This is an optimization exercise on Yosys and OpenROAD, whose aim is small area, a short achievable clock period and few clock cycles per item, not a production implementation. Where RTL was checked, it was by simulation tests only, not by an equivalence proof against the original.

==> inputs of pepper <==
==> flow/design.v (excerpt) <==
module NTT #(
  parameter KYBER_K = 2,
  parameter KYBER_N = 256,
  parameter KYBER_Q = 3329,
  parameter COEFF_SZ = 16
)(
  input clk,
  input reset_n,
  input enable,
  input [COEFF_SZ-1 : 0] Coef_RData,
  output reg  [7 : 0] Coef_RAd,
  output reg  [0 : 0] Coef_WEN,
  output reg  [7 : 0] Coef_WAd,
  output reg  [COEFF_SZ-1 : 0] Coef_WData,
  output reg Poly_NTT_done
);
function [7:0] addr;
  input [7:0] G;
  input [1:0] xsel;
  case (G[7:6])
    2'd0:    addr = {xsel, G[5:0]};
    2'd1:    addr = {G[5], xsel, G[4:0]};
    2'd2:    addr = {G[5:3], xsel, G[2:0]};
    default: addr = {G[5:1], xsel, G[0]};
  endcase
endfunction
function [6:0] zidx1;
  input [7:0] G;
  case (G[7:6])
    2'd0:    zidx1 = 7'd1;
    2'd1:    zidx1 = {6'd1, G[5]};
    2'd2:    zidx1 = {4'd1, G[5:3]};
    default: zidx1 = {2'd1, G[5:1]};
  endcase
endfunction
function [6:0] zidx2;
  input [7:0] G;
  case (G[7:6])
    2'd1:    zidx2 = {5'd1, G[5], 1'b0};
    2'd2:    zidx2 = {3'd1, G[5:3], 1'b0};
    default: zidx2 = {1'd1, G[5:1], 1'b0};
  endcase
endfunction
reg       running;
reg [3:0] sl;             
reg [8:0] nF, nFm1;       
reg       wdbl;           
wire [3:0] ns = {sl[2:0], sl[3]};    
wire [7:0] rG   = (ns[0] | ns[3]) ? nF[7:0] : nFm1[7:0];
wire [1:0] rsel = {ns[0] | ns[1], ns[0] | ns[3]};
wire [7:0] raddr_n = addr(rG, rsel);
reg  [6:0] zidx;
reg  [6:0] zidx_n;
always @(*)
  case (1'b1)
    ns[1]:   zidx_n = zidx1(nF[7:0]);
    ns[2]:   zidx_n = zidx1(nFm1[7:0]);
    ns[3]:   zidx_n = zidx2(nFm1[7:0]);
    default: zidx_n = {zidx[6:1], 1'b1};
  endcase
wire [11:0] zeta;
Zeta M0 (.clka(clk), .addra(zidx), .douta(zeta));
reg  [8:0] wP, wQ;
wire       wuseP = wdbl ? (ns[2] | ns[3]) : (ns[0] | ns[3]);
wire [8:0] wG = wuseP ? wP : wQ;
reg  [1:0] wsel;
always @(*)
  case (1'b1)
    ns[0]:   wsel = wdbl ? 2'd3 : 2'd1;
    ns[1]:   wsel = wdbl ? 2'd1 : 2'd0;
    ns[2]:   wsel = wdbl ? 2'd0 : 2'd2;
    default: wsel = wdbl ? 2'd2 : 2'd3;
  endcase
wire       wvalid = wdbl ? (~wG[8] & (wG[7:6] != 2'd0)) : (wG[8:6] == 3'd0);
wire [7:0] waddr_n = addr(wG[7:0], wsel);
wire       wd_o0 = wdbl ? (ns[2] | ns[3]) : (ns[0] | ns[1]);
wire       wd_x  = wdbl ? ns[0] : ns[2];
reg  [15:0] V, U0, U1, O0, O1, X, Y;
wire [15:0] rS, rC, o0, o1;
wire        rk;
reg  [15:0] u;            
  ...
==> module NTT, before the edit <==
module NTT #(
  parameter KYBER_K = 2,
  parameter KYBER_N = 256,
  parameter KYBER_Q = 3329,
  parameter COEFF_SZ = 16
)(
  input clk,
  input reset_n,
  input enable,
  input [COEFF_SZ-1 : 0] Coef_RData,
  output reg  [7 : 0] Coef_RAd,
  output reg  [0 : 0] Coef_WEN,
  output reg  [7 : 0] Coef_WAd,
  output reg  [COEFF_SZ-1 : 0] Coef_WData,
  output reg Poly_NTT_done
);
function [7:0] addr;
  input [7:0] G;
  input [1:0] xsel;
  case (G[7:6])
    2'd0:    addr = {xsel, G[5:0]};
    2'd1:    addr = {G[5], xsel, G[4:0]};
    2'd2:    addr = {G[5:3], xsel, G[2:0]};
    default: addr = {G[5:1], xsel, G[0]};
  endcase
endfunction
function [6:0] zidx1;
  input [7:0] G;
  case (G[7:6])
    2'd0:    zidx1 = 7'd1;
    2'd1:    zidx1 = {6'd1, G[5]};
    2'd2:    zidx1 = {4'd1, G[5:3]};
    default: zidx1 = {2'd1, G[5:1]};
  endcase
endfunction
function [6:0] zidx2;
  input [7:0] G;
  case (G[7:6])
    2'd1:    zidx2 = {5'd1, G[5], 1'b0};
    2'd2:    zidx2 = {3'd1, G[5:3], 1'b0};
    default: zidx2 = {1'd1, G[5:1], 1'b0};
  endcase
endfunction
reg       running;
reg [3:0] sl;             
reg [8:0] nF, nFm1;       
reg       wdbl;           
wire [3:0] ns = {sl[2:0], sl[3]};    
wire [7:0] rG   = (ns[0] | ns[3]) ? nF[7:0] : nFm1[7:0];
wire [1:0] rsel = {ns[0] | ns[1], ns[0] | ns[3]};
wire [7:0] raddr_n = addr(rG, rsel);
reg  [6:0] zidx;
reg  [6:0] zidx_n;
always @(*)
  case (1'b1)
    ns[1]:   zidx_n = zidx1(nF[7:0]);
    ns[2]:   zidx_n = zidx1(nFm1[7:0]);
    ns[3]:   zidx_n = zidx2(nFm1[7:0]);
    default: zidx_n = {zidx[6:1], 1'b1};
  endcase
wire [11:0] zeta;
Zeta M0 (.clka(clk), .addra(zidx), .douta(zeta));
reg  [8:0] wP, wQ;
wire       wuseP = wdbl ? (ns[2] | ns[3]) : (ns[0] | ns[3]);
wire [8:0] wG = wuseP ? wP : wQ;
reg  [1:0] wsel;
always @(*)
  case (1'b1)
    ns[0]:   wsel = wdbl ? 2'd3 : 2'd1;
    ns[1]:   wsel = wdbl ? 2'd1 : 2'd0;
    ns[2]:   wsel = wdbl ? 2'd0 : 2'd2;
    default: wsel = wdbl ? 2'd2 : 2'd3;
  endcase
wire       wvalid = wdbl ? (~wG[8] & (wG[7:6] != 2'd0)) : (wG[8:6] == 3'd0);
wire [7:0] waddr_n = addr(wG[7:0], wsel);
wire       wd_o0 = wdbl ? (ns[2] | ns[3]) : (ns[0] | ns[1]);
wire       wd_x  = wdbl ? ns[0] : ns[2];
reg  [15:0] V, U0, U1, O0, O1, X, Y;
wire [15:0] rS, rC, o0, o1;
wire        rk;
reg  [15:0] u;            
Montgomery_Reduce P0 (.clk(clk), .v(V), .zeta(zeta), .rS(rS), .rC(rC), .rk(rk));
Butterfly BF (.u(u), .rS(rS), .rC(rC), .rk(rk), .o0(o0), .o1(o1));
always @(posedge clk) begin
  if (sl[1] | sl[2])  V <= Coef_RData;
  else if (sl[3])     V <= O0;
  else                V <= X;
  if (sl[0]) U1 <= Coef_RData;
  if (sl[3]) U0 <= Coef_RData;
  if (sl[1])      u <= U1;
  else if (sl[2]) u <= U0;
  else if (sl[3]) u <= o0;
  else            u <= O1;
  O0 <= o0;
  O1 <= o1;
  X  <= O1;
  if (sl[0] | sl[2]) Y <= X;
  zidx <= zidx_n;
  if (wd_o0)     Coef_WData <= O0;
  else if (wd_x) Coef_WData <= X;
  else           Coef_WData <= Y;
  Coef_WAd <= waddr_n;
end
always @(posedge clk) begin
  if (running) begin
    sl       <= ns;
    Coef_RAd <= raddr_n;
    if (sl[2]) begin
      nF   <= nF + 9'd1;
      nFm1 <= nF;
      if (nF == 9'd66) wdbl <= 1'b1;
      else begin
        wP <= wP + 9'd1;
        wQ <= wP;
      end
    end
  end else begin
    sl       <= 4'd1;
    nF       <= 9'd0;
    nFm1     <= 9'h1ff;
    wP       <= 9'h1fe;
    wQ       <= 9'h1fd;
    wdbl     <= 1'b0;
    Coef_RAd <= addr(8'd0, 2'd3);
  end
end
wire last = ns[2] && nF == 9'd259;    
always @(posedge clk, negedge reset_n) begin
  if (!reset_n) begin
    running       <= 1'b0;
    Coef_WEN      <= 1'b0;
    Poly_NTT_done <= 1'b0;
  end else begin
    Poly_NTT_done <= running && last;
    Coef_WEN      <= running && !last && wvalid;
    if (running) begin
      if (last) running <= 1'b0;
    end else if (enable)
      running <= 1'b1;
  end
end
endmodule
clock: 8.0 ns
lec_check: 0
cap_margin: 20
core_margin: 2
core_utilization: 40
place_density: 0.6
setup_slack_margin: 5
slew_margin: 20
synth_hierarchical: 1
synth_minimum_keep_size: 0
run.sh (not shown) runs the stock make flow with config.mk's settings and CLKGATE_MAP_FILE= SYNTH_SCRIPT=/design/flow/synth_recipe.tcl, a recipe that flattens the netlist after the stock synthesis.
==> inputs of maple, as changes to pepper <==
--- a/flow/design.v
+++ b/flow/design.v
@@ -1509,5 +1509,12 @@
 wire        rk;
-reg  [15:0] u;            
+reg  [15:0] u;
 Montgomery_Reduce P0 (.clk(clk), .v(V), .zeta(zeta), .rS(rS), .rC(rC), .rk(rk));
 Butterfly BF (.u(u), .rS(rS), .rC(rC), .rk(rk), .o0(o0), .o1(o1));
+always @(*)
+  case (1'b1)
+    sl[2]:   u = U1;
+    sl[3]:   u = U0;
+    sl[0]:   u = O0;
+    default: u = X;
+  endcase
 always @(posedge clk) begin
@@ -1518,6 +1525,2 @@
   if (sl[3]) U0 <= Coef_RData;
-  if (sl[1])      u <= U1;
-  else if (sl[2]) u <= U0;
-  else if (sl[3]) u <= o0;
-  else            u <= O1;
   O0 <= o0;
@@ -1532,26 +1535,2 @@
 end
-always @(posedge clk) begin
-  if (running) begin
-    sl       <= ns;
-    Coef_RAd <= raddr_n;
-    if (sl[2]) begin
-      nF   <= nF + 9'd1;
-      nFm1 <= nF;
-      if (nF == 9'd66) wdbl <= 1'b1;
-      else begin
-        wP <= wP + 9'd1;
-        wQ <= wP;
-      end
-    end
-  end else begin
-    sl       <= 4'd1;
-    nF       <= 9'd0;
-    nFm1     <= 9'h1ff;
-    wP       <= 9'h1fe;
-    wQ       <= 9'h1fd;
-    wdbl     <= 1'b0;
-    Coef_RAd <= addr(8'd0, 2'd3);
-  end
-end
-wire last = ns[2] && nF == 9'd259;    
 always @(posedge clk, negedge reset_n) begin
@@ -1559,2 +1538,9 @@
     running       <= 1'b0;
+    sl            <= 4'd1;
+    nF            <= 9'd0;
+    nFm1          <= 9'd0;
+    wP            <= 9'd0;
+    wQ            <= 9'd0;
+    wdbl          <= 1'b0;
+    Coef_RAd      <= 8'd0;
     Coef_WEN      <= 1'b0;
@@ -1562,8 +1548,31 @@
   end else begin
-    Poly_NTT_done <= running && last;
-    Coef_WEN      <= running && !last && wvalid;
+    Poly_NTT_done <= running && ns[2] && nF == 9'd259;
     if (running) begin
-      if (last) running <= 1'b0;
-    end else if (enable)
-      running <= 1'b1;
+      sl       <= ns;
+      Coef_RAd <= raddr_n;
+      Coef_WEN <= wvalid;
+      if (sl[2]) begin
+        nF   <= nF + 9'd1;
+        nFm1 <= nF;
+        if (nF == 9'd66) wdbl <= 1'b1;
+        else begin
+          wP <= wP + 9'd1;
+          wQ <= wP;
+        end
+      end
+      if (ns[2] && nF == 9'd259) begin
+        running  <= 1'b0;
+        Coef_WEN <= 1'b0;
+      end
+    end else if (enable) begin
+      running  <= 1'b1;
+      sl       <= 4'd1;
+      nF       <= 9'd0;
+      nFm1     <= 9'h1ff;
+      wP       <= 9'h1fe;
+      wQ       <= 9'h1fd;
+      wdbl     <= 1'b0;
+      Coef_RAd <= addr(8'd0, 2'd3);
+      Coef_WEN <= 1'b0;
+    end
   end
==> run summary <==
- In maple the fmax is lower than in pepper, by about 16%.
- Area after synthesis is about the same in maple and pepper.
- Die area is about the same in maple and pepper.
- pepper went through all stages and came out clean. maple ran to the end with no violations.
==> figures <==
| item | pepper | maple |
|---|---|---|
| Hold WS | 323 ps | 315 ps |
| Wire length on met1 | 26000 um | 27100 um |
| FILL cells | 5357 | 5253 |
| Multi-input combinational area share | 0.548 | 0.545 |
| Met3 WL post-DR | 2960 um | 3070 um |
| Worst-case reg-to-reg path depth | 12 | 17 |
| Met3 capacity usage during global routing | 0.0298 | 0.0291 |
| Result of the run | finished clean | finished clean |
| Slowest cell delay on critical path | 520 ps | 670 ps |
| Data buffer area share | 0.0269 | 0.0378 |
No run of this note included a check of the RTL's function; only the layout flow was run.


==> v16: inputs <==
Another version of the RTL of NTT (not shown whole).
==> module NTT, before the edit <==
module NTT #(
  parameter KYBER_K = 2,
  parameter KYBER_N = 256,
  parameter KYBER_Q = 3329,
  parameter COEFF_SZ = 16
)(
  input clk,
  input reset_n,
  input enable,
  input [COEFF_SZ-1 : 0] Coef_RData,
  output reg  [7 : 0] Coef_RAd,
  output reg  [0 : 0] Coef_WEN,
  output reg  [7 : 0] Coef_WAd,
  output reg  [COEFF_SZ-1 : 0] Coef_WData,
  output reg Poly_NTT_done
);
function [7:0] addr;
  input [7:0] G;
  input [1:0] xsel;
  case (G[7:6])
    2'd0:    addr = {xsel, G[5:0]};
    2'd1:    addr = {G[5], xsel, G[4:0]};
    2'd2:    addr = {G[5:3], xsel, G[2:0]};
    default: addr = {G[5:1], xsel, G[0]};
  endcase
endfunction
function [6:0] zidx1;
  input [7:0] G;
  case (G[7:6])
    2'd0:    zidx1 = 7'd1;
    2'd1:    zidx1 = {6'd1, G[5]};
    2'd2:    zidx1 = {4'd1, G[5:3]};
    default: zidx1 = {2'd1, G[5:1]};
  endcase
endfunction
function [6:0] zidx2;
  input [7:0] G;
  case (G[7:6])
    2'd1:    zidx2 = {5'd1, G[5], 1'b0};
    2'd2:    zidx2 = {3'd1, G[5:3], 1'b0};
    default: zidx2 = {1'd1, G[5:1], 1'b0};
  endcase
endfunction
reg       running;
reg [3:0] sl;             
reg [8:0] nF, nFm1;       
reg [7:0] nFm2;           
reg       wdbl;           
wire [3:0] ns = {sl[2:0], sl[3]};    
wire [7:0] rG   = (ns[0] | ns[2]) ? nF[7:0] : nFm1[7:0];
wire [1:0] rsel = {ns[0] | ns[1], ns[0] | ns[2]};
wire [7:0] raddr_n = addr(rG, rsel);
reg  [6:0] zidx;
reg  [6:0] zidx_n;
always @(*)
  case (1'b1)
    ns[1]:   zidx_n = zidx1(nF[7:0]);
    ns[2]:   zidx_n = zidx1(nFm1[7:0]);
    ns[3]:   zidx_n = zidx2(nFm1[7:0]);
    default: zidx_n = zidx2(nFm2) | 7'd1;
  endcase
wire [11:0] zeta;
Zeta M0 (.clka(clk), .addra(zidx), .douta(zeta));
reg  [8:0] wP, wQ;
wire       wuseP = wdbl ? (ns[2] | ns[3]) : (ns[0] | ns[2]);
wire [8:0] wG = wuseP ? wP : wQ;
reg  [1:0] wsel;
always @(*)
  case (1'b1)
    ns[0]:   wsel = 2'd1;
    ns[1]:   wsel = wdbl ? 2'd3 : 2'd0;
    ns[2]:   wsel = wdbl ? 2'd0 : 2'd3;
    default: wsel = 2'd2;
  endcase
wire       wvalid = wdbl ? (~wG[8] & (wG[7:6] != 2'd0)) : (wG[8:6] == 3'd0);
wire [7:0] waddr_n = addr(wG[7:0], wsel);
wire       wd_o0 = wdbl ? (ns[2] | ns[3]) : (ns[0] | ns[1]);
reg  [15:0] V, RD, RD2, O0, O1, X, Y;
wire [15:0] rS, rC, o0, o1;
wire        rk;
reg  [15:0] u;            
Montgomery_Reduce P0 (.clk(clk), .v(V), .zeta(zeta), .rS(rS), .rC(rC), .rk(rk));
Butterfly BF (.u(u), .rS(rS), .rC(rC), .rk(rk), .o0(o0), .o1(o1));
always @(posedge clk) begin
  if (sl[1] | sl[2])  V <= Coef_RData;
  else if (sl[3])     V <= O0;
  else                V <= X;
  RD  <= Coef_RData;
  RD2 <= RD;
  if (sl[1] | sl[2]) u <= RD2;
  else if (sl[3])    u <= o0;
  else               u <= O1;
  O0 <= o0;
  O1 <= o1;
  X  <= O1;
  Y  <= X;
  zidx <= zidx_n;
  Coef_WData <= wd_o0 ? O0 : Y;
  Coef_WAd <= waddr_n;
end
always @(posedge clk) begin
  if (running) begin
    sl       <= ns;
    Coef_RAd <= raddr_n;
    if (sl[2]) begin
      nF   <= nF + 9'd1;
      nFm1 <= nF;
      nFm2 <= nFm1[7:0];
      if (nF == 9'd66) wdbl <= 1'b1;
      else begin
        wP <= wP + 9'd1;
        wQ <= wP;
      end
    end
  end else begin
    sl       <= 4'd1;
    nF       <= 9'd0;
    nFm1     <= 9'h1ff;
    nFm2     <= 8'hfe;
    wP       <= 9'h1fe;
    wQ       <= 9'h1fd;
    wdbl     <= 1'b0;
    Coef_RAd <= addr(8'd0, 2'd3);
  end
end
wire last = ns[2] && nF == 9'd259;    
always @(posedge clk, negedge reset_n) begin
  if (!reset_n) begin
    running       <= 1'b0;
    Coef_WEN      <= 1'b0;
    Poly_NTT_done <= 1'b0;
  end else begin
    Poly_NTT_done <= running && last;
    Coef_WEN      <= running && !last && wvalid;
    if (running) begin
      if (last) running <= 1'b0;
    end else if (enable)
      running <= 1'b1;
  end
end
endmodule
export LEC_CHECK = 0
export CAP_MARGIN = 20
export CORE_MARGIN = 2
export CORE_UTILIZATION = 55
export CTS_BUF_LIST = sky130_fd_sc_hd__clkbuf_16
export CTS_CLUSTER_DIAMETER = 100
export CTS_CLUSTER_SIZE = 30
export PLACE_DENSITY = 0.7
export SETUP_SLACK_MARGIN = 5
export SLEW_MARGIN = 20
export SYNTH_HIERARCHICAL = 1
export SYNTH_MINIMUM_KEEP_SIZE = 0
create_clock -name core_clock -period 8.0 [get_ports {clk}]
==> inputs of v38, as changes to v16 <==
--- a/flow/design.v
+++ b/flow/design.v
@@ -1759,7 +1759,7 @@
 reg [3:0] sl;             
-reg [8:0] nF, nFm1;       
-reg [7:0] nFm2;           
+reg [8:0] nF;             
+wire [7:0] nFm1 = nF[7:0] - 8'd1;
 reg       wdbl;           
 wire [3:0] ns = {sl[2:0], sl[3]};    
-wire [7:0] rG   = (ns[0] | ns[2]) ? nF[7:0] : nFm1[7:0];
+wire [7:0] rG   = (ns[0] | ns[2]) ? nF[7:0] : nFm1;
 wire [1:0] rsel = {ns[0] | ns[1], ns[0] | ns[2]};
@@ -1771,5 +1771,5 @@
     ns[1]:   zidx_n = zidx1(nF[7:0]);
-    ns[2]:   zidx_n = zidx1(nFm1[7:0]);
-    ns[3]:   zidx_n = zidx2(nFm1[7:0]);
-    default: zidx_n = zidx2(nFm2) | 7'd1;
+    ns[2]:   zidx_n = zidx1(nFm1);
+    ns[3]:   zidx_n = zidx2(nFm1);
+    default: zidx_n = {zidx[6:1], 1'b1};
   endcase
@@ -1777,5 +1777,6 @@
 Zeta M0 (.clka(clk), .addra(zidx), .douta(zeta));
-reg  [8:0] wP, wQ;
+reg  [8:0] wP;
 wire       wuseP = wdbl ? (ns[2] | ns[3]) : (ns[0] | ns[2]);
-wire [8:0] wG = wuseP ? wP : wQ;
+wire [8:0] wPm1 = wP - 9'd1;
+wire [8:0] wG = wuseP ? wP : wPm1;
 reg  [1:0] wsel;
@@ -1820,9 +1821,4 @@
       nF   <= nF + 9'd1;
-      nFm1 <= nF;
-      nFm2 <= nFm1[7:0];
       if (nF == 9'd66) wdbl <= 1'b1;
-      else begin
-        wP <= wP + 9'd1;
-        wQ <= wP;
-      end
+      else wP <= wP + 9'd1;
     end
@@ -1831,6 +1827,3 @@
     nF       <= 9'd0;
-    nFm1     <= 9'h1ff;
-    nFm2     <= 8'hfe;
     wP       <= 9'h1fe;
-    wQ       <= 9'h1fd;
     wdbl     <= 1'b0;
==> inputs of v33, as changes to v16 <==
--- a/flow/design.v
+++ b/flow/design.v
@@ -1760,3 +1760,2 @@
 reg [8:0] nF, nFm1;       
-reg [7:0] nFm2;           
 reg       wdbl;           
@@ -1773,3 +1772,3 @@
     ns[3]:   zidx_n = zidx2(nFm1[7:0]);
-    default: zidx_n = zidx2(nFm2) | 7'd1;
+    default: zidx_n = {zidx[6:1], 1'b1};
   endcase
@@ -1821,3 +1820,2 @@
       nFm1 <= nF;
-      nFm2 <= nFm1[7:0];
       if (nF == 9'd66) wdbl <= 1'b1;
@@ -1832,3 +1830,2 @@
     nFm1     <= 9'h1ff;
-    nFm2     <= 8'hfe;
     wP       <= 9'h1fe;
--- a/flow/config.mk
+++ b/flow/config.mk
@@ -9,3 +9,3 @@
 export CORE_MARGIN = 2
-export CORE_UTILIZATION = 55
+export CORE_UTILIZATION = 65
 export CTS_BUF_LIST = sky130_fd_sc_hd__clkbuf_16
@@ -13,3 +13,3 @@
 export CTS_CLUSTER_SIZE = 30
-export PLACE_DENSITY = 0.7
+export PLACE_DENSITY = 0.78
 export SETUP_SLACK_MARGIN = 5
==> inputs of v11, as changes to v16 <==
--- a/flow/design.v
+++ b/flow/design.v
@@ -1760,3 +1760,2 @@
 reg [8:0] nF, nFm1;       
-reg [7:0] nFm2;           
 reg       wdbl;           
@@ -1773,3 +1772,3 @@
     ns[3]:   zidx_n = zidx2(nFm1[7:0]);
-    default: zidx_n = zidx2(nFm2) | 7'd1;
+    default: zidx_n = {zidx[6:1], 1'b1};
   endcase
@@ -1821,3 +1820,2 @@
       nFm1 <= nF;
-      nFm2 <= nFm1[7:0];
       if (nF == 9'd66) wdbl <= 1'b1;
@@ -1832,3 +1830,2 @@
     nFm1     <= 9'h1ff;
-    nFm2     <= 8'hfe;
     wP       <= 9'h1fe;
--- a/flow/config.mk
+++ b/flow/config.mk
@@ -7,5 +7,6 @@
 export LEC_CHECK = 0
+export ABC_AREA = 1
 export CAP_MARGIN = 20
 export CORE_MARGIN = 2
-export CORE_UTILIZATION = 55
+export CORE_UTILIZATION = 40
 export CTS_BUF_LIST = sky130_fd_sc_hd__clkbuf_16
@@ -13,3 +14,3 @@
 export CTS_CLUSTER_SIZE = 30
-export PLACE_DENSITY = 0.7
+export PLACE_DENSITY = 0.6
 export SETUP_SLACK_MARGIN = 5
==> results.cfg <==
[cells_and_area]
syn2layout_area_growth_pct = 6.040

[sta]
tightest_slew_ns = 1.021
rsz0062_at_grt = yes

[global_routing]
grt_max_degree = 79

[status]
status = no timing/DRC/antenna violations

[placed_design]
place_area_um2 = 22520

[logic_synthesis]
synth_area_leaders = dfxtp_1 (33%), fa_1 (20%), ha_1 (7.0%)
The numbers above come from v38.

==> results.cfg <==
[status]
status = no timing/DRC/antenna violations

[logic_synthesis]
synth_area_leaders = dfxtp_1 (34%), fa_1 (20%), ha_1 (6.8%)

[sta]
tightest_slew_ns = 1.004
rsz0062_at_grt = yes
The numbers above come from v16.

==> results.cfg <==
[global_routing]
grt_max_degree = 54

[status]
status = no timing/DRC/antenna violations

[sta]
rsz0062_at_grt = no
tightest_slew_ns = 0.9118

[cells_and_area]
syn2layout_area_growth_pct = 5.592
The numbers above come from v11.

==> results.cfg <==
[logic_synthesis]
synth_area_leaders = dfxtp_1 (34%), fa_1 (20%), ha_1 (6.8%)

[placed_design]
place_area_um2 = 22860

[cells_and_area]
syn2layout_area_growth_pct = 4.668

[status]
status = no timing/DRC/antenna violations

[sta]
tightest_slew_ns = 0.9595
The numbers above come from v33.

Testbench counts of v33, summed over its fixed seeds: cycles 33,248, ntts 32.
Testbench counts of v11, summed over its fixed seeds: cycles 33,248, ntts 32.
No functional check of the RTL was part of v16 and v38.

## what the ideal ports hide
The results above use ideal ports. As a check the final layouts listed here were re-extracted and re-timed, cells and wires unchanged.
Step 1 assumes that a clkbuf_16 drives the clock port and a buf_2 every other input.
Step 2, shift: input delay + t, output delay - t, t = (earliest + latest rising clock arrival at the registers) / 2. This alone moves slack from input paths to output paths.
Three values: ideal ports, drivers, drivers and shift; two values: the first two.
run	shift t [ns]	slack for setup (ns)	hold slack, ns
pepper	0.613	5.053 / 5.053 / 5.053	0.323 / 0.323 / 0.323
maple	0.597	4.499 / 4.499 / 4.499	0.315 / 0.315 / 0.315
v16	0.579	5.037 / 5.037 / 5.037	0.336 / 0.336 / 0.336
v38	0.567	4.993 / 4.993 / 4.993	0.317 / 0.317 / 0.317
v33	0.571	5.047 / 5.047 / 5.047	0.337 / 0.337 / 0.337
v11	0.587	5.096 / 5.096 / 5.096	0.337 / 0.337 / 0.337
After both steps setup and hold are still met in every run listed.
